Context: an optimization exercise on an open-source flow, tuned for small area and a short achievable clock period. The choices shown serve that exercise and are no tape-out recipe.
At most, simulation tests tie the RTL to the original design; equivalence was not proved.
Only the layout flow was run in runs 1 to 3 and 5; the RTL was not checked for function there.
Power figures rest on the tool's default switching activity, not on a simulated workload.

==> flow/design.v <==
module rtc_top (
                input logic         clk_i,
                input logic         rstn_i,
                input logic         date_update_i,
                input logic [31:0]  date_i,
                output logic [31:0] date_o,
                input logic         clock_update_i,
                output logic [21:0] clock_o,
                input logic [21:0]  clock_i,
                input logic [9:0]   init_sec_cnt_i,
                input logic         calibre_update_i,
                input logic [15:0]  calibre_sec_cnt_i,
                output logic [15:0] calibre_sec_cnt_o,
                input logic         timer_update_i,
                input logic         timer_enable_i,
                input logic         timer_retrig_i,
                input logic [16:0]  timer_target_i,
                output logic [16:0] timer_value_o,
                input logic         alarm_enable_i,
                input logic [5:0]   alarm_mask_i,
                input logic         alarm_update_clock_i,
                input logic [21:0]  alarm_clock_i,
                output logic [21:0] alarm_clock_o,
                input logic         alarm_update_date_i,
                input logic [31:0]  alarm_date_i,
                output logic [31:0] alarm_date_o,
                input logic         event_flag_update_i,
                input logic [1:0]   event_flag_i,
                output logic [1:0]  event_flag_o,
                output logic        event_o
                );
   logic [7:0]  r_seconds, r_minutes;
   logic [5:0]  r_hours;
   logic [5:0]  r_day;
   logic [4:0]  r_month;
   logic [13:0] r_year;
   logic [15:0] r_sec_counter, r_sec_cnt_calibre;
   logic        r_tick;           
   logic [16:0] r_timer, r_timer_target;
   logic        r_timer_en, r_timer_retrig;
   logic        r_timer_match;    
   logic [7:0]  r_alarm_seconds, r_alarm_minutes;
   logic [5:0]  r_alarm_hours;
   logic [13:0] r_alarm_year;
   logic [4:0]  r_alarm_month;
   logic [5:0]  r_alarm_day;
   logic [5:0]  r_alarm_mask;
   logic        r_alarm_enable;
   logic        r_sec59, r_min59, r_hour23;   
   logic        r_eom, r_eoy;     
   logic        n_eom;
   logic        r_match_date;     
   logic        r_match_time;     
   logic        r_alarm_match;    
   logic [1:0]  r_event_flag;
   logic [7:0]  n_seconds, n_minutes;
   logic [5:0]  n_hours;
   logic [5:0]  n_day;
   logic [4:0]  n_month;
   logic [13:0] n_year;
   logic [15:0] n_sec_counter, n_sec_cnt_calibre;
   logic [16:0] n_timer, n_timer_target;
   logic        n_timer_en;
   logic [7:0]  n_alarm_seconds, n_alarm_minutes;
   logic [5:0]  n_alarm_hours;
   logic [13:0] n_alarm_year;
   logic [4:0]  n_alarm_month;
   logic [5:0]  n_alarm_day;
   logic [5:0]  n_alarm_mask;
   logic        n_alarm_enable;
   logic        n_match_date, n_match_time;
   logic [1:0]  n_event_flag;
   logic        s_alarm_event, s_timer_event;
   logic        s_upd_min, s_upd_hour, s_new_day;
   logic        s_end_of_month, s_end_of_year;
   assign s_alarm_event = r_alarm_enable & r_match_date & r_match_time & ~r_alarm_match;
   assign s_timer_event = r_timer_en & r_timer_match;
   assign event_o       = s_alarm_event | s_timer_event;
   assign date_o            = {2'b00, r_year, 3'b000, r_month, 2'b00, r_day};
   assign clock_o           = {r_hours, r_minutes, r_seconds};
   assign calibre_sec_cnt_o = r_sec_cnt_calibre;
   assign timer_value_o     = r_timer;
   assign alarm_clock_o     = {r_alarm_hours, r_alarm_minutes, r_alarm_seconds};
   assign alarm_date_o      = {2'b00, r_alarm_year, 3'b000, r_alarm_month, 2'b00, r_alarm_day};
   assign event_flag_o      = r_event_flag;
   function automatic [3:0] inc4(input [3:0] x);
      inc4 = {x[3] ^ (&x[2:0]), x[2] ^ (&x[1:0]), x[1] ^ x[0], ~x[0]};
   endfunction
   function automatic [1:0] inc2(input [1:0] x);
      inc2 = {x[1] ^ x[0], ~x[0]};
   endfunction
   function automatic eom(input [5:0] d, input [4:0] m, input [13:0] y);
      logic leap;
      leap = (~y[0] & (y[4] == y[1])) & ((y[7:0] != 8'h00) | (~y[8] & (y[12] == y[9])));
      case (m)
        5'h01, 5'h03, 5'h05, 5'h07, 5'h08, 5'h10, 5'h12: eom = (d == 6'h31);
        5'h04, 5'h06, 5'h09, 5'h11:                      eom = (d == 6'h30);
        5'h02:   eom = (d == 6'h29) | (~leap & (d == 6'h28));
        default: eom = 1'b0;
      endcase
   endfunction
   logic [15:0] s_cnt_inc, n_count;
   assign s_cnt_inc[0] = ~r_sec_counter[0];
   assign s_cnt_inc[1] = r_sec_counter[1] ^ (&r_sec_counter[0:0]);
   assign s_cnt_inc[2] = r_sec_counter[2] ^ (&r_sec_counter[1:0]);
   assign s_cnt_inc[3] = r_sec_counter[3] ^ (&r_sec_counter[2:0]);
   assign s_cnt_inc[4] = r_sec_counter[4] ^ (&r_sec_counter[3:0]);
   assign s_cnt_inc[5] = r_sec_counter[5] ^ (&r_sec_counter[4:0]);
   assign s_cnt_inc[6] = r_sec_counter[6] ^ (&r_sec_counter[5:0]);
   assign s_cnt_inc[7] = r_sec_counter[7] ^ (&r_sec_counter[6:0]);
   assign s_cnt_inc[8] = r_sec_counter[8] ^ (&r_sec_counter[7:0]);
   assign s_cnt_inc[9] = r_sec_counter[9] ^ (&r_sec_counter[8:0]);
   assign s_cnt_inc[10] = r_sec_counter[10] ^ (&r_sec_counter[9:0]);
   assign s_cnt_inc[11] = r_sec_counter[11] ^ (&r_sec_counter[10:0]);
   assign s_cnt_inc[12] = r_sec_counter[12] ^ (&r_sec_counter[11:0]);
   assign s_cnt_inc[13] = r_sec_counter[13] ^ (&r_sec_counter[12:0]);
   assign s_cnt_inc[14] = r_sec_counter[14] ^ (&r_sec_counter[13:0]);
   assign s_cnt_inc[15] = r_sec_counter[15] ^ (&r_sec_counter[14:0]);
   always_comb begin
      n_sec_cnt_calibre = calibre_update_i ? calibre_sec_cnt_i : r_sec_cnt_calibre;
      if (clock_update_i) begin
         n_count       = {1'b0, init_sec_cnt_i, 5'h0};
         n_sec_counter = {1'b0, init_sec_cnt_i, 5'h1};
      end else if (r_tick) begin
         n_count       = 16'h0;
         n_sec_counter = 16'h1;
      end else begin
         n_count       = r_sec_counter;
         n_sec_counter = s_cnt_inc;
      end
   end
   assign s_upd_min  = r_tick & r_sec59;
   assign s_upd_hour = r_tick & r_sec59 & r_min59;
   assign s_new_day  = r_tick & r_sec59 & r_min59 & r_hour23;
   always_comb begin
      n_seconds = r_seconds;
      n_minutes = r_minutes;
      n_hours   = r_hours;
      if (clock_update_i) begin
         n_seconds = clock_i[7:0];
         n_minutes = clock_i[15:8];
         n_hours   = clock_i[21:16];
      end else begin
         if (r_tick) begin
            n_seconds[3:0] = (r_seconds[3:0] >= 4'h9) ? 4'h0 : inc4(r_seconds[3:0]);
            if (r_seconds >= 8'h59)
              n_seconds[7:4] = 4'h0;
            else if (r_seconds[3:0] >= 4'h9)
              n_seconds[7:4] = inc4(r_seconds[7:4]);
         end
         if (s_upd_min) begin
            n_minutes[3:0] = (r_minutes[3:0] >= 4'h9) ? 4'h0 : inc4(r_minutes[3:0]);
            if (r_minutes >= 8'h59)
              n_minutes[7:4] = 4'h0;
            else if (r_minutes[3:0] >= 4'h9)
              n_minutes[7:4] = inc4(r_minutes[7:4]);
         end
         if (s_upd_hour) begin
            if (r_hours >= 6'h23)
              n_hours = 6'h00;
            else if (r_hours[3:0] >= 4'h9)
              n_hours = {inc2(r_hours[5:4]), 4'h0};
            else
              n_hours[3:0] = inc4(r_hours[3:0]);
         end
      end
   end
   logic n_sec59, n_min59, n_hour23;
   always_comb begin
      if (clock_update_i) begin
         n_sec59  = (clock_i[7:0]   == 8'h59);
         n_min59  = (clock_i[15:8]  == 8'h59);
         n_hour23 = (clock_i[21:16] == 6'h23);
      end else begin
         n_sec59  = r_tick     ? (r_seconds == 8'h58) : r_sec59;
         n_min59  = s_upd_min  ? (r_minutes == 8'h58) : r_min59;
         n_hour23 = s_upd_hour ? (r_hours   == 6'h22) : r_hour23;
      end
   end
   assign s_end_of_month = r_eom;
   assign s_end_of_year  = r_eoy;
   always_comb begin
      if (date_update_i)
        n_eom = eom(date_i[5:0], date_i[12:8], date_i[29:16]);
      else if (s_new_day)
        n_eom = ~r_eom & eom((r_day[3:0] != 4'h9) ? {r_day[5:4], inc4(r_day[3:0])}
                                                  : {inc2(r_day[5:4]), 4'h0},
                             r_month, r_year);
      else
        n_eom = r_eom;
   end
   always_comb begin
      n_day   = r_day;
      n_month = r_month;
      n_year  = r_year;
      if (date_update_i) begin
         n_day   = date_i[5:0];
         n_month = date_i[12:8];
         n_year  = date_i[29:16];
      end else if (s_new_day) begin
         if (s_end_of_month)
           n_day = 6'h01;
         else if (r_day[3:0] != 4'h9)
           n_day[3:0] = inc4(r_day[3:0]);
         else
           n_day = {inc2(r_day[5:4]), 4'h0};
         if (s_end_of_year)
           n_month = 5'h01;
         else if (s_end_of_month) begin
            if (r_month[3:0] != 4'h9)
              n_month[3:0] = inc4(r_month[3:0]);
            else
              n_month = {1'b1, 4'h0};
         end
         if (s_end_of_year) begin
            if (r_year[3:0] != 4'h9)
              n_year[3:0] = inc4(r_year[3:0]);
            else begin
               n_year[3:0] = 4'h0;
               if (r_year[7:4] != 4'h9)
                 n_year[7:4] = inc4(r_year[7:4]);
               else begin
                  n_year[7:4] = 4'h0;
                  if (r_year[11:8] != 4'h9)
                    n_year[11:8] = inc4(r_year[11:8]);
                  else begin
                     n_year[11:8]  = 4'h0;
                     n_year[13:12] = inc2(r_year[13:12]);
                  end
               end
            end
         end
      end
   end
   always_comb begin
      n_alarm_seconds = r_alarm_seconds;
      n_alarm_minutes = r_alarm_minutes;
      n_alarm_hours   = r_alarm_hours;
      n_alarm_mask    = r_alarm_mask;
      n_alarm_enable  = r_alarm_enable;
      if (alarm_update_clock_i) begin
         n_alarm_enable  = alarm_enable_i;
         n_alarm_seconds = alarm_clock_i[7:0];
         n_alarm_minutes = alarm_clock_i[15:8];
         n_alarm_hours   = alarm_clock_i[21:16];
         n_alarm_mask    = alarm_mask_i;
      end else if (s_alarm_event)
        n_alarm_enable = 1'b0;
      n_alarm_year  = r_alarm_year;
      n_alarm_month = r_alarm_month;
      n_alarm_day   = r_alarm_day;
      if (alarm_update_date_i) begin
         n_alarm_year  = alarm_date_i[29:16];
         n_alarm_month = alarm_date_i[12:8];
         n_alarm_day   = alarm_date_i[5:0];
      end
   end
   assign n_match_date = (n_alarm_mask[5] | (n_year    == n_alarm_year))    &
                         (n_alarm_mask[4] | (n_month   == n_alarm_month))   &
                         (n_alarm_mask[3] | (n_day     == n_alarm_day));
   assign n_match_time = (n_alarm_mask[2] | (n_hours   == n_alarm_hours))   &
                         (n_alarm_mask[1] | (n_minutes == n_alarm_minutes)) &
                         (n_alarm_mask[0] | (n_seconds == n_alarm_seconds));
   logic [16:0] s_timer_inc;
   assign s_timer_inc[0] = ~r_timer[0];
   assign s_timer_inc[1] = r_timer[1] ^ (&r_timer[0:0]);
   assign s_timer_inc[2] = r_timer[2] ^ (&r_timer[1:0]);
   assign s_timer_inc[3] = r_timer[3] ^ (&r_timer[2:0]);
   assign s_timer_inc[4] = r_timer[4] ^ (&r_timer[3:0]);
   assign s_timer_inc[5] = r_timer[5] ^ (&r_timer[4:0]);
   assign s_timer_inc[6] = r_timer[6] ^ (&r_timer[5:0]);
   assign s_timer_inc[7] = r_timer[7] ^ (&r_timer[6:0]);
   assign s_timer_inc[8] = r_timer[8] ^ (&r_timer[7:0]);
   assign s_timer_inc[9] = r_timer[9] ^ (&r_timer[8:0]);
   assign s_timer_inc[10] = r_timer[10] ^ (&r_timer[9:0]);
   assign s_timer_inc[11] = r_timer[11] ^ (&r_timer[10:0]);
   assign s_timer_inc[12] = r_timer[12] ^ (&r_timer[11:0]);
   assign s_timer_inc[13] = r_timer[13] ^ (&r_timer[12:0]);
   assign s_timer_inc[14] = r_timer[14] ^ (&r_timer[13:0]);
   assign s_timer_inc[15] = r_timer[15] ^ (&r_timer[14:0]);
   assign s_timer_inc[16] = r_timer[16] ^ (&r_timer[15:0]);
   logic n_timer_match;
   always_comb begin
      if (timer_update_i)
        n_timer_match = (timer_target_i == 17'h0);
      else if (r_timer_en & r_timer_match)
        n_timer_match = (r_timer_target == 17'h0);
      else if (r_timer_en)
        n_timer_match = (s_timer_inc == r_timer_target);
      else
        n_timer_match = r_timer_match;
   end
   always_comb begin
      n_timer_target = r_timer_target;
      n_timer_en     = r_timer_en;
      n_timer        = r_timer;
      if (timer_update_i) begin
         n_timer_en     = timer_enable_i;
         n_timer_target = timer_target_i;
         n_timer        = 17'h0;
      end else if (r_timer_en) begin
         if (r_timer_match) begin
            if (!r_timer_retrig)
              n_timer_en = 1'b0;
            n_timer = 17'h0;
         end else
           n_timer = s_timer_inc;
      end
   end
   always_comb begin
      n_event_flag = r_event_flag;
      if (event_flag_update_i) begin
         if (event_flag_i[0]) n_event_flag[0] = 1'b0;
         if (event_flag_i[1]) n_event_flag[1] = 1'b0;
      end else if (s_alarm_event)
        n_event_flag[0] = 1'b1;
      else if (s_timer_event)
        n_event_flag[1] = 1'b1;
   end
   always_ff @(posedge clk_i or negedge rstn_i) begin
      if (~rstn_i) begin
         r_seconds         <= 8'h0;
         r_minutes         <= 8'h0;
         r_hours           <= 6'h0;
         r_day             <= 6'h01;
         r_month           <= 5'h01;
         r_year            <= 14'h2000;
         r_sec_counter     <= 16'h1;
         r_sec_cnt_calibre <= 16'h7FFF;
         r_tick            <= 1'b0;
         r_timer           <= 17'h0;
         r_timer_target    <= 17'h0;
         r_timer_en        <= 1'b0;
         r_timer_retrig    <= 1'b0;
         r_timer_match     <= 1'b0;   
         r_alarm_seconds   <= 8'h0;
         r_alarm_minutes   <= 8'h0;
         r_alarm_hours     <= 6'h0;
         r_alarm_year      <= 14'h0;
         r_alarm_month     <= 5'h0;
         r_alarm_day       <= 6'h0;
         r_alarm_mask      <= 6'h0;
         r_alarm_enable    <= 1'b0;
         r_sec59           <= 1'b0;
         r_min59           <= 1'b0;
         r_hour23          <= 1'b0;
         r_eom             <= 1'b0;
         r_eoy             <= 1'b0;
         r_match_date      <= 1'b0;
         r_match_time      <= 1'b0;
         r_alarm_match     <= 1'b0;
         r_event_flag      <= 2'h0;
      end else begin
         r_seconds         <= n_seconds;
         r_minutes         <= n_minutes;
         r_hours           <= n_hours;
         r_day             <= n_day;
         r_month           <= n_month;
         r_year            <= n_year;
         r_sec_counter     <= n_sec_counter;
         r_sec_cnt_calibre <= n_sec_cnt_calibre;
         r_tick            <= (n_count == n_sec_cnt_calibre);
         r_timer           <= n_timer;
         r_timer_target    <= n_timer_target;
         r_timer_en        <= n_timer_en;
         if (timer_update_i)
           r_timer_retrig  <= timer_retrig_i;
         r_timer_match     <= n_timer_match;
         r_alarm_seconds   <= n_alarm_seconds;
         r_alarm_minutes   <= n_alarm_minutes;
         r_alarm_hours     <= n_alarm_hours;
         r_alarm_year      <= n_alarm_year;
         r_alarm_month     <= n_alarm_month;
         r_alarm_day       <= n_alarm_day;
         r_alarm_mask      <= n_alarm_mask;
         r_alarm_enable    <= n_alarm_enable;
         r_sec59           <= n_sec59;
         r_min59           <= n_min59;
         r_hour23          <= n_hour23;
         r_eom             <= n_eom;
         r_eoy             <= n_eom & (date_update_i ? (date_i[12:8] == 5'h12) : (r_month == 5'h12));
         r_match_date      <= n_match_date;
         r_match_time      <= n_match_time;
         r_alarm_match     <= r_match_date & r_match_time;
         r_event_flag      <= n_event_flag;
      end
   end
endmodule  
==> flow/flow/run.sh <==
#!/bin/bash
# The standard layout, with two changes:
#  - synthesis maps the logic with flow/abc_map.script instead of ORFS's abc_speed.script
#    (flow/synth_abc.tcl is synth_recipe.tcl with that abc call swapped);
#  - the port buffers are made from the smallest buffer cell.
# Each tool writes its full log under orfs/logs; the make output goes to standard.log.
set -euo pipefail
HERE=$(pwd)
export ABC_SCRIPT=$HERE/flow/abc_map.script
export ABC_D=2000
export BUFFER_PORTS_ARGS="-buffer_cell sky130_fd_sc_hd__buf_1"
bash standard.sh SYNTH_SCRIPT=$HERE/flow/synth_abc.tcl finish > standard.log 2>&1
==> flow/flow/abc_map.script <==
strash
&get -n
&fraig -x
&put
scorr
dc2
dretime
strash
&get -n
&dch -f
&nf {D}
&put
buffer -c
upsize {D}
dnsize {D}
stime -p
==> flow/flow/synth_abc.tcl <==
proc synth {args} { yosys synth -nofsm -noshare {*}$args }
# abc with the mapping script named by ABC_SCRIPT and the delay target ABC_D (ps);
# the rest is synth_recipe.tcl unchanged
proc abc {args} {
  set i [lsearch -exact $args -script]
  if { $i >= 0 } { set args [lreplace $args [expr {$i + 1}] [expr {$i + 1}] $::env(ABC_SCRIPT)] }
  set j [lsearch -exact $args -D]
  if { $j >= 0 && [info exists ::env(ABC_D)] } { set args [lreplace $args [expr {$j + 1}] [expr {$j + 1}] $::env(ABC_D)] }
  yosys abc {*}$args
}
source $::env(SCRIPTS_DIR)/synth.tcl
# left out here: clear keep_hierarchy, flatten, clean up, hide names made inside functions, write 1_2_yosys.v
==> flow/standard.sh <==
#!/bin/bash
# synth_recipe.tcl (not shown) runs the flow's synth.tcl, then flattens the netlist and writes it again
# the make line also repeats each setting of config.mk as NAME=value (left out here)
make -C /OpenROAD-flow-scripts/flow DESIGN_CONFIG=/design/flow/config.mk WORK_HOME=/design/flow/orfs CLKGATE_MAP_FILE= SYNTH_SCRIPT=/design/flow/synth_recipe.tcl "${@:-finish}"
==> flow/config.mk <==
export PLATFORM = sky130hd
export DESIGN_NAME = rtc_top
export DESIGN_NICKNAME = rtc_top
export VERILOG_FILES = /design/flow/design.v
export SDC_FILE = /design/flow/constraint.sdc
export NUM_CORES = 4
export LEC_CHECK = 0
export CAP_MARGIN = 20
export CORE_MARGIN = 2
export CORE_UTILIZATION = 40
export CTS_BUF_LIST = sky130_fd_sc_hd__clkbuf_8
export CTS_CLUSTER_SIZE = 10
export SETUP_SLACK_MARGIN = 2.3
export SLEW_MARGIN = 20
==> flow/constraint.sdc <==
create_clock -name core_clock -period 5.0 [get_ports {clk_i}]
set_input_delay 1.0000 -clock core_clock [delete_from_list [all_inputs] [get_ports {clk_i}]]
set_output_delay 1.0000 -clock core_clock [all_outputs]
set_load 0.01 [all_outputs]
==> results of run 1 <==
per-stage QoR:
| stage | area [um^2] | setup slack (ns) | hold slack (ns) |
|---|---|---|---|
| 6_report | 12300 | 2.23 | 0.493 |
| 3_3_place_gp | 11500 | 1.23 | 0.463 |
| 4_1_cts | 12100 | 2.15 | 0.495 |
| 3_5_place_dp | 11500 | 1.26 | 0.474 |
| 2_1_floorplan | 10200 | 2.31 | 0.447 |
| 5_1_grt | 12300 | 2.12 | 0.513 |
report_power, final:
part	switching, mW	internal (mW)	total [mW]
clock	0.631	0.428	1.06
sequential	0.114	1.60	1.71
combinational	0.413	0.316	0.729
total	1.16	2.34	3.50
registers in the layout, summed over array words and instances, names as in the netlist, 2 cells and up:
register,count
r_sec_counter,16
r_hours,6
r_month,5
r_minutes,8
r_event_flag,2
r_seconds,8
r_year,14
r_day,6
r_alarm_day,6
r_alarm_mask,6
r_alarm_minutes,8
r_timer_target,17
r_alarm_hours,6
r_timer,17
r_alarm_seconds,8
r_sec_cnt_calibre,16
r_alarm_year,14
r_alarm_month,5
final timing paths:
| path | start | end | slack [ns] | depth (start not counted) |
|---|---|---|---|---|
| setup reg to reg | r_tick | r_match_date | 2.24 | 9 |
| hold / removal | r_sec_counter[3] | r_sec_counter[3] | 0.49 | 1 |
| max in group asynchronous | rstn_i | r_year[1] | 3.57 | 2 |
| hold reg to reg | r_sec_counter[3] | r_sec_counter[3] | 0.49 | 1 |
| min in group asynchronous | rstn_i | r_sec_counter[1] | 0.60 | 1 |
| setup / recovery | date_update_i | r_match_date | 2.23 | 10 |
cell families (layout without fill, tap and decap cells):
kind of cell / after synthesis / after routing / synth area share (%)
simple gates: 274 / 274 / 14.2
compound gates: 194 / 194 / 13.2
flops: 181 / 181 / 45.1
mux: 92 / 92 / 10.1
buf+inv: 87 / 388 / 3.90
xor+xnor: 86 / 86 / 8.36
fa+ha+maj: 42 / 42 / 5.20
other cells: 1 / 14 / 0.0371
layout by cell type (no fill, tap or decap), drive strengths merged, types with 16 or more instances in the layout:
master,synthesis,layout
o31ai,17,17
xnor2,41,41
clkbuf,23,21
a21oi,35,35
nand3,22,22
mux2,79,79
xor2,39,39
nor2,49,49
nand2,86,86
buf,26,313
ha,42,42
o21ai,53,53
dfstp,19,19
inv,37,44
dfrtp,162,162
nor4,16,16
per-layer routing:
layer / vias to the layer above / part of all wire (%) / GRT usage [%]
met5: - / 0 / 0
met1: 4077 / 45 / 27.7
met4: 0 / 1.4 / 5.47
met3: 23 / 5.1 / 3.57
li1: 4025 / - / -
met2: 242 / 48 / 33.8
final cells by class:
class | instances | area [um^2]
flip-flops and latches | 181 | 4560
well taps | 330 | 413
fillers | 2424 | 12700
inverters | 38 | 143
repair buffers | 318 | 1370
clock buffers | 17 | 234
clock inverters | 15 | 186
multi-input cells | 702 | 5380
what timing repair did:
action | 4_1_cts | 5_1_grt
setup endpoints to repair | 3 | 5
buffers inserted | 14 | 6
pin swaps | 14 | 10
gates resized for setup | 26 | 20
cloned | 0 | 0
hold buffers | 0 | 0
==> summary.txt, run 1 <==
Mean Syn Cell Area: 10.6 um^2
cell row count: 58
clk latency of the worst-skew pair: 0.47 ns
Initial Utilization: 40.5%
die area: 26500 um^2
pwr dens: 285 nW/um^2
clock tree buffer depth: 2
Total GRT Usage: 20.4%
maxcap violations: 0
# IOs: 315
Reg clk slew, reported paths: 0.12 ns
Total Power: 3.50 mW
final period utilization: 55.5%
post-synth top area share: 40.1%
Setup Total Neg Slack: 0 ns
worst-margin pin slew: 0.764 ns
CTS tree: yes
port buffer count: 286
CP required: 5.37 ns
ratio of cells with drive above 1 in the final layout: 16.8%
Peak VDD IR: 0.132 mV
critical path class: in -> reg
Max Slew Vio Count: 0
post-DP HPWL: 20600 um
area grow syn2layout: 21.6%
Startpoint Class: primary input
DR vias: 8367
outcome: finished clean
Yosys reg bits: 181
Distinct cells, synth: 81
Hold Violations, Final: 0
clk root buf: clkbuf_8
drt wl/cell: 17.0 um
asr flop ratio synth: 100%
sequential share of the synthesized area: 45.1%
CTS Buf Count: 17
fmax: 360 MHz
Slew HR: 49.0%
Yosys Warn Count: 1
worst path bufs/invs: 2
first-pass GRT wire length: 42500 um
Yosys top cell by area: dfrtp_1
DR DRC count: 0
final setup fails: 0
critical path fanouts, max: 21
initial antenna violation count: 0
cell with the most instances after synthesis: dfrtp_1
RSZ-0062 raised after global routing: yes
initial drt markers: 440
TritonRoute pass-1 iters: 5
Worst Setup End Kind: flop
CTS sink count: 181
H-tree levels: 4
most frequent CP cell: nor3_1
vias in the first global route: 8168
Final Non-Filler Cells: 1601
CP Cell Sequence: clkbuf_4, buf_6, nor4_1, a221o_1, xor2_1, nor3_1, o211ai_1, nand4b_1, o21ba_1, nor3_1
Post-Route Utilization: 49.2%
synth top area cells: dfrtp_1, mux2_2, ha_1
Remaining Overflow, GRT: 0
CP arrival: 3.15 ns
Cell Count Post-Placement: 1549
number of enable flip-flop cells after synthesis: 0
crit-path leading delay family: simple AND/OR/NAND/NOR gates
Die X: 163 um
largest net degree at the start of global routing: 53
crit path max-delay cell type: nor4_1
Final ANT Viol Nets: 0
synth cell count leaders: dfrtp_1, nand2_1, mux2_2
Clock Skews: 0.0204 ns
delay of the slowest critical-path stage: 0.37 ns
Post-Syn Area: 10100 um^2
routability cong.: 0.861
Synth Instances: 957
Period minus WS final: 2.77 ns
Nets: 1471
ys flop type: dfrtp_1
Core Footprint: 25000 um^2
# diodes: 0
die height: 163 um
HP Class: reg -> reg
Vias/cell: 5.23
total wire length: 27300 um
Pleak: 5.14 nW
==> run 2, diff against run 1 <==
==> flow/flow/abc_map.script (replaced) <==
strash
&get -n
&fraig -x
&put
dc2
dc2
strash
&get -n
&dch -f
&nf {D}
&put
buffer -c
upsize {D}
dnsize {D}
stime -p
==> summary.txt, run 2 <==
synth cell count leaders: dfrtp_1, nand2_1, mux2_2
HP Class: reg -> reg
CP Cell Sequence: ha_4, and3_4, and4_4, ha_4, xor2_4, xnor2_2, o2111ai_2, a2111oi_4, and4_1, nand4_1, nor4b_2, o21bai_1, a21oi_1
ratio of cells with drive above 1 in the final layout: 18.0% (+1.2 points)
Total GRT Usage: 20.9% (+0.48 points)
ys flop type: dfrtp_1
die height: 162 um (-0.33%)
Post-Syn Area: 10000 um^2 (-0.68%)
DP Worst Slack: 1.53 ns (+0.270 ns)
Fill cells: 2321 (-4.2%)
final period utilization: 59.0% (+3.5 points)
CP arrival: 3.32 ns (+0.17 ns)
Pleak: 5.14 nW (about the same)
Clock Skews: 0.0259 ns (+0.00554 ns)
TritonRoute pass-1 iters: 5 (unchanged)
largest net degree at the start of global routing: 85 (+60%)
total wire length: 28000 um (+2.6%)
part of the power in registers: 47.5% (-1.4 points)
Seq. cell area: 4560 um^2 (about the same)
DR DRC count: 0 (unchanged)
Nets: 1461 (-0.68%)
drt wl/cell: 17.6 um (+3.6%)
Yosys reg bits: 181 (unchanged)
delay of the slowest critical-path stage: 0.44 ns (+0.07 ns)
clk latency of the worst-skew pair: 0.47 ns (about the same)
CTS tree: yes
Die X: 162 um (-0.33%)
Synth Instances: 950 (-0.73%)
Distinct cells, synth: 76 (-6.2%)
post-synth top area share: 40.4% (+0.28 points)
post-DP HPWL: 21100 um (+2.4%)
Multi-input gate area: 5430 um^2 (+0.98%)
RSZ-0062 raised after global routing: yes
Net Sw Power: 1.12 mW (-3.6%)
most common cell after layout, fill and taps aside: buf_1
first-pass GRT wire length: 43600 um (+2.4%)
Post-DP Area: 11400 um^2 (-0.87%)
final instance area: 12400 um^2 (+0.59%)
Total Power: 3.60 mW (+2.8%)
cell with the most instances after synthesis: dfrtp_1
fmax: 339 MHz (-5.9%)
r2r setup slk: 2.05 ns (-0.19 ns)
CTS sink count: 181 (unchanged)
Peak VDD IR: 0.163 mV (+23%)
Clk pwr share: 31.8% (+1.5 points)
Top Registers: r_timer x17, r_timer_target x17
worst-margin pin slew: 0.950 ns (+0.185 ns)
Cell Int Power: 2.48 mW (+6.0%)
port buffer count: 286 (unchanged)
asr flop ratio synth: 100% (unchanged)
area grow syn2layout: 23.1%
CP required: 5.38 ns (about the same)
synth top area cells: dfrtp_1, mux2_2, ha_1
worst path bufs/invs: 0 (-2)
Post-Route Utilization: 50.5% (+1.3 points)
maxcap violations: 0 (unchanged)
# IOs: 315 (unchanged)
Final ANT Viol Nets: 0 (unchanged)
critical path fanouts, max: 3 (-86%)
Reg clk slew, reported paths: 0.11 ns (about the same)
Gate power share: 20.6% (-0.2 points)
final setup fails: 0 (unchanged)
clock tree buffer depth: 2 (unchanged)
crit-path leading delay family: simple AND/OR/NAND/NOR gates
DR vias: 8315 (-0.62%)
Period minus WS final: 2.95 ns (+0.174 ns)
crit path max-delay cell type: dfrtp_2
die area: 26400 um^2 (-0.67%)
Setup Total Neg Slack: 0 ns (unchanged)
H-tree levels: 4 (unchanged)
Yosys top cell by area: dfrtp_1
Final Non-Filler Cells: 1585 (-1.0%)
most frequent cells in the layout: buf_1, dfrtp_1, nand2_1
critical path class: reg -> reg
clk root buf: clkbuf_8
# diodes: 0 (unchanged)
Setup WS post-layout: 2.05 ns (-0.174 ns)
Remaining Overflow, GRT: 0 (unchanged)
cell row count: 57 (-1.7%)
Core Footprint: 24500 um^2 (-2.0%)
switching share of power: 31.0% (-2.1 points)
Hold-fix buffers, CTS: 0 (unchanged)
Hold Violations, Final: 0 (unchanged)
Worst Setup End Kind: flop
pwr dens: 291 nW/um^2 (+2.2%)
Max Slew Vio Count: 0 (unchanged)
Yosys Warn Count: 1 (unchanged)
initial drt markers: 523 (+19%)
Initial Utilization: 41.0% (+0.55 points)
Slew HR: 36.4% (-13 points)
CTS Buf Count: 17 (unchanged)
Startpoint Class: flop
Vias/cell: 5.25 (+0.38%)
Cell Count Post-Placement: 1532 (-1.1%)
initial antenna violation count: 0 (unchanged)
vias in the first global route: 8296 (+1.6%)
number of enable flip-flop cells after synthesis: 0 (unchanged)
Mean Syn Cell Area: 10.6 um^2 (about the same)
hold slack: 0.475 ns (-0.0182 ns)
sequential share of the synthesized area: 45.4% (+0.31 points)
routability cong.: 0.854 (-0.77%)
outcome: finished clean
most frequent CP cell: ha_4
run 2: final cells by class:
class                      count  share of cell area [%]
timing repair buffer         317                    10.9
sequential                   181                    36.9
tap                          324                    3.28
inverter                      46                    1.40
multi-input combinational    685                    43.9
clock buffer                  18                    2.01
clock inverter                14                    1.60
run 2: final timing paths:
check,from,endpoint,cells after the start
setup / recovery,r_timer[0],r_timer_match,13
hold / removal,r_sec_counter[15],r_sec_counter[15],1
min in group asynchronous,rstn_i,r_minutes[6],1
hold reg to reg,r_sec_counter[15],r_sec_counter[15],1
setup reg to reg,r_timer[0],r_timer_match,13
max in group asynchronous,rstn_i,r_day[0],2
run 2: power by group through the flow:
stage	registers [mW]	logic (mW)	clock network, mW
final	1.71	0.743	1.15
after global routing	1.73	0.824	1.24
after detailed placement	1.74	0.696	0
after CTS	1.71	0.722	1.19
after global placement	1.73	0.688	0
after floorplan	1.75	0.404	0
run 2: kinds of logic after synthesis:
| group | count (synthesis) | synth area share (%) |
|---|---|---|
| AO/OA/AOI/OAI | 204 | 14.1 |
| multiplexers | 93 | 10.2 |
| AND/OR/NAND/NOR | 252 | 13.2 |
| adder cells (fa/ha/maj) | 42 | 5.24 |
| buffers and inverters | 97 | 4.38 |
| other | 1 | 0.0374 |
| flip-flops | 181 | 45.4 |
| XOR/XNOR | 80 | 7.42 |
run 2: what timing repair did:
action,in CTS,in global routing
setup buffers,12,9
gates resized for setup,44,42
endpoints found under the setup margin,4,5
pin swaps,9,28
run 2: metal layers:
metal	up-vias	global-route usage, %	routed length, um
met2	223	34.6	13500
met1	4064	27.5	12400
met4	0	4.91	320
met5	-	0	0
met3	22	5.50	1740
li1	4006	-	-
==> run 3, diff against run 2 <==
==> flow/flow/abc_map.script (replaced) <==
strash
&get -n
&fraig -x
&put
scorr
dc2
dretime
strash
&get -n
&dch -f
&nf {D}
&put
buffer -c
upsize {D}
dnsize {D}
stime -p
--- a/flow/config.mk
+++ b/flow/config.mk
@@ -10,5 +10,5 @@
 export CORE_UTILIZATION = 40
 export CTS_BUF_LIST = sky130_fd_sc_hd__clkbuf_8
 export CTS_CLUSTER_SIZE = 10
-export SETUP_SLACK_MARGIN = 2.3
+export SETUP_SLACK_MARGIN = 2.45
 export SLEW_MARGIN = 20
==> summary.txt, run 3 <==
die area: 26500 um^2 (+0.67%)
vias in the first global route: 8150 (-1.8%)
critical path class: reg -> reg
Final ANT Viol Nets: 0 (unchanged)
Hold-fix buffers, CTS: 0 (unchanged)
Peak VDD IR: 0.189 mV (+16%)
DP Worst Slack: 1.53 ns (-0.00487 ns)
total wire length: 27600 um (-1.2%)
TritonRoute pass-1 iters: 5 (unchanged)
Hold Violations, Final: 0 (unchanged)
initial drt markers: 503 (-3.8%)
CP required: 5.35 ns (-0.03 ns)
Max Slew Vio Count: 0 (unchanged)
die height: 163 um (+0.34%)
area grow syn2layout: 24.0%
Top Registers: r_timer x17, r_timer_target x17
routability cong.: 0.886 (+3.8%)
most common cell after layout, fill and taps aside: buf_1
post-synth top area share: 40.1% (-0.28 points)
CTS Buf Count: 17 (unchanged)
Die X: 163 um (+0.34%)
Initial Utilization: 40.5% (-0.55 points)
r2r startpoint: r_timer[0]
DR DRC count: 0 (unchanged)
clk root buf: clkbuf_8
# IOs: 315 (unchanged)
critical path fanouts, max: 5 (+2)
Critical path origin: r_timer[0]
Setup Total Neg Slack: 0 ns (unchanged)
pwr dens: 276 nW/um^2 (-5.4%)
ys flop type: dfrtp_1
outcome: finished clean
number of enable flip-flop cells after synthesis: 0 (unchanged)
# diodes: 0 (unchanged)
Startpoint Class: flop
sequential share of the synthesized area: 45.1% (-0.31 points)
Period minus WS final: 2.68 ns (-0.266 ns)
largest net degree at the start of global routing: 82 (-3.5%)
asr flop ratio synth: 100% (unchanged)
Mean Syn Cell Area: 10.6 um^2 (about the same)
worst-margin pin slew: 0.784 ns (-0.166 ns)
most frequent cells in the layout: buf_1, dfrtp_1, nand2_1
RSZ-0062 raised after global routing: yes
port buffer count: 286 (unchanged)
Total GRT Usage: 20.4% (-0.48 points)
Yosys top cell by area: dfrtp_1
Reg clk slew, reported paths: 0.10 ns (about the same)
Setup WS post-layout: 2.32 ns (+0.266 ns)
DR vias: 8428 (+1.4%)
Slew HR: 47.7% (+11 points)
Nets: 1483 (+1.5%)
cell with the most instances after synthesis: dfrtp_1
Post-Syn Area: 10100 um^2 (+0.69%)
clk latency of the worst-skew pair: 0.46 ns (about the same)
Distinct cells, synth: 81 (+6.6%)
maxcap violations: 0 (unchanged)
fmax: 373 MHz (+9.9%)
Yosys reg bits: 181 (unchanged)
Pleak: 5.22 nW (+1.6%)
drt wl/cell: 17.1 um (-2.9%)
Vias/cell: 5.23 (-0.40%)
CTS tree: yes
Core Footprint: 25000 um^2 (+2.1%)
cell row count: 58 (+1.8%)
Remaining Overflow, GRT: 0 (unchanged)
HP Class: reg -> reg
initial antenna violation count: 0 (unchanged)
Final Non-Filler Cells: 1613 (+1.8%)
Synth Instances: 957 (+0.74%)
final setup fails: 0 (unchanged)
CP arrival: 3.03 ns (-0.29 ns)
ratio of cells with drive above 1 in the final layout: 20.7% (+2.7 points)
synth cell count leaders: dfrtp_1, nand2_1, mux2_2
Worst Setup End Kind: flop
min-delay src: r_event_flag[1]
synth top area cells: dfrtp_1, mux2_2, ha_1
post-DP HPWL: 20800 um (-1.3%)
Cell Count Post-Placement: 1548 (+1.0%)
clock tree buffer depth: 2 (unchanged)
final period utilization: 53.6% (-5.3 points)
CTS sink count: 181 (unchanged)
first-pass GRT wire length: 42700 um (-2.1%)
Yosys Warn Count: 1 (unchanged)
H-tree levels: 4 (unchanged)
Fill cells: 2352 (+1.3%)
Clock Skews: 0.0171 ns (-0.00877 ns)
-- run 3: final timing paths --
| path | to | slack (ns) | depth (start not counted) |
|---|---|---|---|
| min in group asynchronous | r_alarm_year[13] | 0.62 | 1 |
| setup / recovery | r_timer_match | 2.32 | 11 |
| max in group asynchronous | r_sec_cnt_calibre[14] | 3.45 | 2 |
| hold / removal | r_event_flag[1] | 0.49 | 2 |
| hold reg to reg | r_event_flag[1] | 0.49 | 2 |
| setup reg to reg | r_timer_match | 2.32 | 11 |
-- run 3: area by class of cell --
class	count	area [um^2]	area share (%)
inverter	38	146	1.17
clock buffer	17	234	1.87
clock inverter	15	141	1.13
sequential	181	4560	36.4
timing repair buffer	330	1480	11.8
tap	330	413	3.30
multi-input combinational	702	5550	44.3
-- run 3: cells by family after synthesis --
kind of cell / synth area share [%]
simple gates: 14.2
compound gates: 13.2
mux: 10.1
xor+xnor: 8.36
fa+ha+maj: 5.20
other cells: 0.0371
buf+inv: 3.90
flops: 45.1
-- run 3: per-layer routing --
metal | GRT usage (%) | share of wire, % | vias up
li1 | - | - | 4046
met1 | 27.3 | 44 | 4091
met2 | 33.4 | 48 | 263
met3 | 4.51 | 6.3 | 28
met4 | 5.87 | 1.6 | 0
met5 | 0 | 0 | -
-- run 3: worst max-delay path, stage by stage (launching register included) --
cell,delay [ns]
dfrtp_1,0.37
ha_2,0.19
and3_4,0.19
and4_4,0.24
buf_4,0.12
and4_1,0.28
and3_1,0.26
and3_1,0.23
xnor3_1,0.24
a31oi_1,0.23
nor2_1,0.06
o32a_1,0.15
-- run 3: stage by stage --
step	util, %	area (um^2)	total power, mW	hold slack, ns
6_report	50.2	12500	3.45	0.490
5_1_grt	50.2	12500	3.65	0.501
4_1_cts	48.6	12100	3.45	0.490
3_5_place_dp	46.2	11500	2.44	0.467
3_3_place_gp	46.2	11500	2.43	0.461
2_1_floorplan	-	10200	2.16	0.447
-- run 3: where the power goes --
part,internal (mW),total [mW],switching [mW]
Clock,0.368,0.980,0.613
Sequential,1.60,1.71,0.115
Combinational,0.335,0.758,0.423
Total,2.30,3.45,1.15
-- run 3: timing repair --
item	4_1_cts	5_1_grt
buffers inserted	12	20
gates cloned	0	1
resized for setup	35	56
pin swaps	19	33
setup endpoints to repair	4	6
==> run 4, diff against run 3 <==
--- a/flow/design.v
+++ b/flow/design.v
@@ -332,7 +332,7 @@
          r_timer_target    <= 17'h0;
          r_timer_en        <= 1'b0;
          r_timer_retrig    <= 1'b0;
-         r_timer_match     <= 1'b0;   
+         r_timer_match     <= 1'b1;
          r_alarm_seconds   <= 8'h0;
          r_alarm_minutes   <= 8'h0;
          r_alarm_hours     <= 6'h0;
--- a/flow/config.mk
+++ b/flow/config.mk
@@ -8,7 +8,5 @@
 export CAP_MARGIN = 20
 export CORE_MARGIN = 2
 export CORE_UTILIZATION = 40
-export CTS_BUF_LIST = sky130_fd_sc_hd__clkbuf_8
-export CTS_CLUSTER_SIZE = 10
-export SETUP_SLACK_MARGIN = 2.45
+export SETUP_SLACK_MARGIN = 2.3
 export SLEW_MARGIN = 20
==> summary.txt, run 4 <==
Reg clk slew, reported paths: 0.08 ns (-0.02 ns)
clk latency of the worst-skew pair: 0.43 ns (-0.03 ns)
Startpoint Class: primary input
Fill cells: 2414 (+2.6%)
Vias/cell: 5.19 (-0.58%)
most common cell after layout, fill and taps aside: buf_1
CP arrival: 3.02 ns (about the same)
first-pass GRT wire length: 42700 um (about the same)
Remaining Overflow, GRT: 0 (unchanged)
critical path fanouts, max: 34 (+29)
ratio of cells with drive above 1 in the final layout: 17.8% (-2.8 points)
Compound-Gate Fraction of Synth Area: 13.2% (about the same)
simple-gate share of the synthesized area: 14.2% (about the same)
Cell Count Post-Placement: 1546 (-0.13%)
Max Slew Vio Count: 0 (unchanged)
Yosys Warn Count: 1 (unchanged)
synth top area cells: dfrtp_1, mux2_2, dfstp_2
Hold Path End: r_sec_counter[3]
Worst Setup End Kind: flop
fmax: 374 MHz (+0.21%)
Multi-input gate area: 5430 um^2 (-2.2%)
Pleak: 5.21 nW (-0.27%)
Post-Syn Area: 10100 um^2 (about the same)
number of enable flip-flop cells after synthesis: 0 (unchanged)
Worst R2R End: r_match_time
cells on worst reg2reg path: 11 (unchanged)
Yosys reg bits: 181 (unchanged)
Clock Skews: 0.0155 ns (-0.00163 ns)
pwr dens: 306 nW/um^2 (+11%)
Total GRT Usage: 20.4% (about the same)
Mean Syn Cell Area: 10.6 um^2 (about the same)
synth cell count leaders: dfrtp_1, nand2_1, mux2_2
Period minus WS final: 2.68 ns (-0.00564 ns)
clock tree buffer depth: 2 (unchanged)
Final ANT Viol Nets: 0 (unchanged)
r2r startpoint: r_minutes[0]
CTS sink count: 181 (unchanged)
total wire length: 27600 um (-0.24%)
Hold Violations, Final: 0 (unchanged)
largest net degree at the start of global routing: 87 (+6.1%)
Nets: 1469 (-0.94%)
vias in the first global route: 8193 (+0.53%)
Setup Total Neg Slack: 0 ns (unchanged)
# IOs: 315 (unchanged)
ys flop type: dfrtp_1
asr flop ratio synth: 100% (unchanged)
Hold-fix buffers, CTS: 0 (unchanged)
maxcap violations: 0 (unchanged)
initial antenna violation count: 3 (+3)
outcome: finished clean
initial drt markers: 515 (+2.4%)
Post-Synth XOR/XNOR Area: 8.36% (about the same)
largest family of logic cells by synthesized area: simple AND/OR/NAND/NOR gates
Yosys top cell by area: dfrtp_1
critical path class: in -> reg
Total Power: 3.82 mW (+11%)
routability cong.: 0.867 (-2.2%)
worst-margin pin slew: 0.854 ns (+0.0702 ns)
CTS Buf Count: 17 (unchanged)
DR DRC count: 0 (unchanged)
Final Non-Filler Cells: 1601 (-0.74%)
HP Class: reg -> reg
final setup fails: 0 (unchanged)
hold slack: 0.482 ns (-0.00761 ns)
clk root buf: clkbuf_16
Distinct cells, synth: 81 (unchanged)
die area: 26500 um^2 (about the same)
sequential share of the synthesized area: 45.1% (about the same)
r2r setup slk: 2.35 ns (+0.03 ns)
final period utilization: 53.5% (-0.11 points)
H-tree levels: 4 (unchanged)
multiplexer share of the synthesized area: 10.1% (about the same)
Synth Instances: 957 (unchanged)
Synth Area in Adders: 5.20% (about the same)
post-synth top area share: 39.9% (-0.25 points)
Peak VDD IR: 0.170 mV (-9.9%)
Slew HR: 43.0% (-4.7 points)
WHS Path Cells: 1 (-1)
Initial Utilization: 40.5% (about the same)
CTS tree: yes
drt wl/cell: 17.2 um (+0.51%)
RSZ-0062 raised after global routing: yes
Top Registers: r_timer x17, r_timer_target x17
DR vias: 8317 (-1.3%)
post-DP HPWL: 20700 um (-0.62%)
die height: 163 um (about the same)
area grow syn2layout: 23.6%
port buffer count: 286 (unchanged)
Die X: 163 um (about the same)
Seq. cell area: 4560 um^2 (unchanged)
min-delay src: r_sec_counter[3]
most frequent cells in the layout: buf_1, dfrtp_1, nand2_1
Core Footprint: 25000 um^2 (unchanged)
TritonRoute pass-1 iters: 6 (+1)
cell row count: 58 (unchanged)
CP required: 5.35 ns (about the same)
Post-Route Utilization: 50.0% (-0.16 points)
cell with the most instances after synthesis: dfrtp_1
## run 4: changes by cell type after synthesis
cell / previous run / this run
dfrtp_1: 162 / 161
dfstp_2: 19 / 20
## run 4: critical path, stage by stage
cell	delay (ns)
clkbuf_8	0.26
buf_6	0.21
nor2_1	0.06
a32o_1	0.28
xor2_1	0.15
or4_4	0.52
nor4_4	0.30
a21oi_2	0.09
nor3_2	0.15
## run 4: cell families after synthesis
kind of cell,Yosys count
adders and majority gates,42
other,1
DFF,181
and+or+nand+nor,274
muxes,92
AOI/OAI and AO/OA,194
xor gates and xnor gates,86
buffers and inverters,87
## run 4: cell type report
class | count | share of cell area, %
Clock buffer | 19 | 3.55
Sequential cell | 181 | 36.6
Inverter | 38 | 1.17
Clock inverter | 13 | 1.14
Timing Repair Buffer | 316 | 10.8
Antenna cell | 2 | 0.0401
Multi-Input combinational cell | 702 | 43.5
Tap cell | 330 | 3.31
## run 4: what timing repair did
action	in CTS	in global routing
endpoints found under the setup margin	4	4
pin swaps	13	15
resized for setup	32	34
setup buffers	13	8
## run 4: stage by stage
step | worst slack, ns | area [um^2]
finish | 2.32 | 12500
global route | 2.14 | 12500
CTS | 2.21 | 12300
detailed placement | 1.15 | 11500
global placement | 1.18 | 11500
floorplan | 2.31 | 10200
## run 4: metal layers
| metal | track usage (%) | part of all wire (%) |
|---|---|---|
| met1 | 27.8 | 46 |
| met2 | 32.5 | 47 |
| met3 | 4.46 | 5.0 |
| met4 | 6.52 | 2.2 |
| met5 | 0 | 0.047 |
## run 4: how the worst max path moves through the flow
| stage | to | slack [ns] | cells past startpoint | from |
|---|---|---|---|---|
| 2_1_floorplan | r_timer_match | 2.31 | 13 | r_timer[0] |
| 3_3_place_gp | r_match_date | 1.18 | 10 | date_update_i |
| 3_5_place_dp | r_match_date | 1.15 | 10 | date_update_i |
| 4_1_cts | r_timer_match | 2.21 | 13 | r_timer[1] |
| 5_1_grt | r_timer_match | 2.14 | 13 | r_timer[1] |
| 6_report | r_match_time | 2.32 | 9 | clock_update_i |
## run 4: where the power goes
group	total, mW	switching, mW	internal [mW]
combinational	0.734	0.416	0.318
sequential	1.71	0.113	1.60
clock	1.38	0.620	0.759
total	3.82	1.15	2.68
==> run 5, diff against run 4 <==
--- a/flow/design.v
+++ b/flow/design.v
@@ -262,6 +262,24 @@
                          (n_alarm_mask[1] | (n_minutes == n_alarm_minutes)) &
                          (n_alarm_mask[0] | (n_seconds == n_alarm_seconds));
    logic [16:0] s_timer_inc;
+   logic [16:0] s_timer_carry;
+   assign s_timer_carry[0] = 1'b1;
+   assign s_timer_carry[1] = &r_timer[0:0];
+   assign s_timer_carry[2] = &r_timer[1:0];
+   assign s_timer_carry[3] = &r_timer[2:0];
+   assign s_timer_carry[4] = &r_timer[3:0];
+   assign s_timer_carry[5] = &r_timer[4:0];
+   assign s_timer_carry[6] = &r_timer[5:0];
+   assign s_timer_carry[7] = &r_timer[6:0];
+   assign s_timer_carry[8] = &r_timer[7:0];
+   assign s_timer_carry[9] = &r_timer[8:0];
+   assign s_timer_carry[10] = &r_timer[9:0];
+   assign s_timer_carry[11] = &r_timer[10:0];
+   assign s_timer_carry[12] = &r_timer[11:0];
+   assign s_timer_carry[13] = &r_timer[12:0];
+   assign s_timer_carry[14] = &r_timer[13:0];
+   assign s_timer_carry[15] = &r_timer[14:0];
+   assign s_timer_carry[16] = &r_timer[15:0];
    assign s_timer_inc[0] = ~r_timer[0];
    assign s_timer_inc[1] = r_timer[1] ^ (&r_timer[0:0]);
    assign s_timer_inc[2] = r_timer[2] ^ (&r_timer[1:0]);
@@ -286,7 +304,7 @@
       else if (r_timer_en & r_timer_match)
         n_timer_match = (r_timer_target == 17'h0);
       else if (r_timer_en)
-        n_timer_match = (s_timer_inc == r_timer_target);
+        n_timer_match = ((r_timer ^ r_timer_target) == s_timer_carry);
       else
         n_timer_match = r_timer_match;
    end
==> summary.txt, run 5 <==
hold slack: 0.485 ns (+0.00266 ns)
CTS sink count: 181 (unchanged)
number of enable flip-flop cells after synthesis: 0 (unchanged)
maxcap violations: 0 (unchanged)
drt wl/cell: 17.6 um (+2.5%)
Initial Utilization: 40.5% (about the same)
Peak VDD IR: 0.227 mV (+34%)
RSZ-0062 raised after global routing: yes
port buffer count: 286 (unchanged)
min-delay src: r_event_flag[1]
fmax: 349 MHz (-6.5%)
Post-Syn Area: 10100 um^2 (+0.26%)
initial antenna violation count: 1 (-2)
ratio of cells with drive above 1 in the final layout: 16.7% (-1.1 points)
HP Class: reg -> reg
Slew HR: 41.4% (-1.6 points)
die area: 26600 um^2 (+0.25%)
CTS tree: yes
Period minus WS final: 2.86 ns (+0.187 ns)
Yosys reg bits: 181 (unchanged)
Distinct cells, synth: 74 (-8.6%)
TritonRoute pass-1 iters: 5 (-1)
# diodes: 0 (-2)
Total Power: 3.79 mW (-0.95%)
CTS Buf Count: 17 (unchanged)
Routed met2 length: 13600 um (+4.9%)
initial drt markers: 466 (-9.5%)
sequential share of the synthesized area: 45.0% (-0.12 points)
Yosys Warn Count: 1 (unchanged)
pwr dens: 304 nW/um^2 (-0.68%)
Synth Instances: 962 (+0.52%)
final instance area: 12500 um^2 (-0.27%)
Top Registers: r_timer x17, r_timer_target x17
most common cell after layout, fill and taps aside: buf_1
largest net degree at the start of global routing: 107 (+23%)
critical path class: reg -> reg
synth cell count leaders: dfrtp_1, nand2_1, mux2_2
routability cong.: 0.858 (-1.0%)
H-tree levels: 4 (unchanged)
area grow syn2layout: 22.9%
most frequent cells in the layout: buf_1, dfrtp_1, nand2_1
critical path fanouts, max: 4 (-88%)
outcome: finished clean
Seq. cell area: 4560 um^2 (about the same)
total wire length: 28200 um (+2.4%)
Hold Violations, Final: 0 (unchanged)
first-pass GRT wire length: 44200 um (+3.5%)
vias in the first global route: 8324 (+1.6%)
metal1 wirelength: 12500 um (-0.27%)
Setup WS post-layout: 2.14 ns (-0.187 ns)
r2r startpoint: r_year[1]
Total GRT Usage: 21.2% (+0.79 points)
cell row count: 58 (unchanged)
Fill cells: 2375 (-1.6%)
post-synth top area share: 39.8% (-0.10 points)
# IOs: 315 (unchanged)
ys flop type: dfrtp_1
post-DP HPWL: 21300 um (+2.9%)
CP required: 5.33 ns (-0.02 ns)
DR DRC count: 0 (unchanged)
DR vias: 8449 (+1.6%)
clk root buf: clkbuf_16
DP Worst Slack: 1.35 ns (+0.201 ns)
Final ANT Viol Nets: 0 (unchanged)
Pleak: 5.23 nW (+0.46%)
clock tree buffer depth: 2 (unchanged)
Setup Total Neg Slack: 0 ns (unchanged)
Critical path origin: r_year[1]
die height: 163 um (+0.13%)
Mean Syn Cell Area: 10.5 um^2 (-0.26%)
Post-DP Area: 11500 um^2 (+0.32%)
WL met3: 1460 um (+4.9%)
synth top area cells: dfrtp_1, mux2_2, dfstp_2
Core Footprint: 25000 um^2 (+0.29%)
CP arrival: 3.20 ns (+0.18 ns)
final setup fails: 0 (unchanged)
Startpoint Class: flop
Max Slew Vio Count: 0 (unchanged)
asr flop ratio synth: 100% (unchanged)
final period utilization: 57.3% (+3.7 points)
worst-margin pin slew: 0.879 ns (+0.0244 ns)
Cell Count Post-Placement: 1547 (+0.065%)
Final Non-Filler Cells: 1599 (-0.12%)
Post-Route Utilization: 49.7% (-0.28 points)
Clock Skews: 0.0130 ns (-0.00247 ns)
Remaining Overflow, GRT: 0 (unchanged)
cell with the most instances after synthesis: dfrtp_1
Die X: 163 um (+0.13%)
Nets: 1469 (unchanged)
Worst Setup End Kind: flop
Multi-input gate area: 5400 um^2 (-0.53%)
Vias/cell: 5.28 (+1.7%)
Hold-fix buffers, CTS: 0 (unchanged)
Yosys top cell by area: dfrtp_1
top sig layer: met4
clk latency of the worst-skew pair: 0.43 ns (about the same)
Reg clk slew, reported paths: 0.07 ns (about the same)
==> run 5: changes by cell type after synthesis, sizes merged, moves of 6 or more <==
cell / delta
inv: +8
mux2: -8
mux2i: +6
nor2: -10
==> run 5: power breakdown <==
part / switching [mW] / leakage [nW] / internal (mW)
Combinational: 0.423 / 2.79 / 0.313
Clock: 0.665 / 0.277 / 0.677
Sequential: 0.110 / 2.17 / 1.60
==> run 5: what timing repair did <==
action                     CTS  global route
setup endpoints to repair    4             4
buffers inserted            19             1
pin swaps                   16             7
gates resized for setup     42            24
==> run 5: kinds of logic (layout without fill, tap and decap cells) <==
kind of cell             count (synthesis)  count (layout)  share of synthesized area, %
AND/OR/NAND/NOR                        255             255                          13.3
AO/OA/AOI/OAI                          208             208                          14.0
flip-flops                             181             181                          45.0
buffers and inverters                   99             393                          4.42
multiplexers                            90              90                          9.77
XOR/XNOR                                86              86                          8.26
adder cells (fa/ha/maj)                 42              42                          5.19
other                                    1              14                        0.0370
==> run 5: area by class of cell <==
class	instances	share of cell area (%)
Inverter	45	1.36
Multi-Input combinational cell	695	43.4
Timing Repair Buffer	316	10.7
Tap cell	330	3.32
Sequential cell	181	36.7
Clock buffer	18	3.53
Clock inverter	14	1.11
==> run 5: worst paths after layout <==
kind	end	slack (ns)	cells past startpoint
hold reg to reg	r_event_flag[1]	0.48	2
setup / recovery	r_match_date	2.14	11
min in group asynchronous	r_alarm_seconds[6]	0.53	1
setup reg to reg	r_match_date	2.14	11
max in group asynchronous	r_timer[1]	3.43	2
hold / removal	r_event_flag[1]	0.48	2
==> run 5: critical path, cell delays in order, from the launching register on <==
cell	delay [ns]
dfrtp_2	0.44
inv_2	0.09
ha_4	0.12
nand3b_1	0.10
o41a_1	0.43
o31ai_4	0.30
xnor2_1	0.16
nand4_1	0.12
or4b_4	0.52
nor4_4	0.20
a31oi_1	0.13
nor3_1	0.16
==> run 5: per-layer routing <==
metal / GRT usage [%] / vias up
li1: - / 4041
met1: 28.0 / 4121
met2: 35.3 / 255
met3: 3.81 / 32
met4: 6.84 / 0
met5: 0 / -

[afterwards: timing with drivers on the ports]
How much do the figures lean on ideal ports? The routed layouts below were timed once more, with nothing changed but the port constraints. Step 1, drivers: a clkbuf_16 drives clk_i and a buf_2 each remaining input, both assumed. Step 2 also shifts input and output timing later by t, the mid clock arrival at the registers, as if the neighbouring blocks saw the same clock. Three values: ideal, step 1, step 2; two values: the first two.
| run | shift t [ns] | slack for setup (ns) | clock arrival spread, ns | worst register clock-pin slew, ns |
|---|---|---|---|---|
| run 1 | 0.499 | 2.225 / 2.236 / 1.740 | 0.025 / 0.025 | 0.12 / 0.12 |
| run 2 | 0.499 | 2.051 / 2.051 / 1.930 | 0.026 / 0.026 | 0.12 / 0.12 |
| run 3 | 0.496 | 2.318 / 2.318 / 1.873 | 0.020 / 0.020 | 0.11 / 0.11 |
| run 4 | 0.465 | 2.323 / 2.328 / 1.863 | 0.019 / 0.020 | 0.08 / 0.08 |
| run 5 | 0.464 | 2.137 / 2.137 / 1.728 | 0.015 / 0.016 | 0.08 / 0.08 |
After both steps every run listed still meets setup and hold. The setup slack of run 1, which loses most, moves by +0.011 ns with the drivers and by -0.485 ns with both steps.
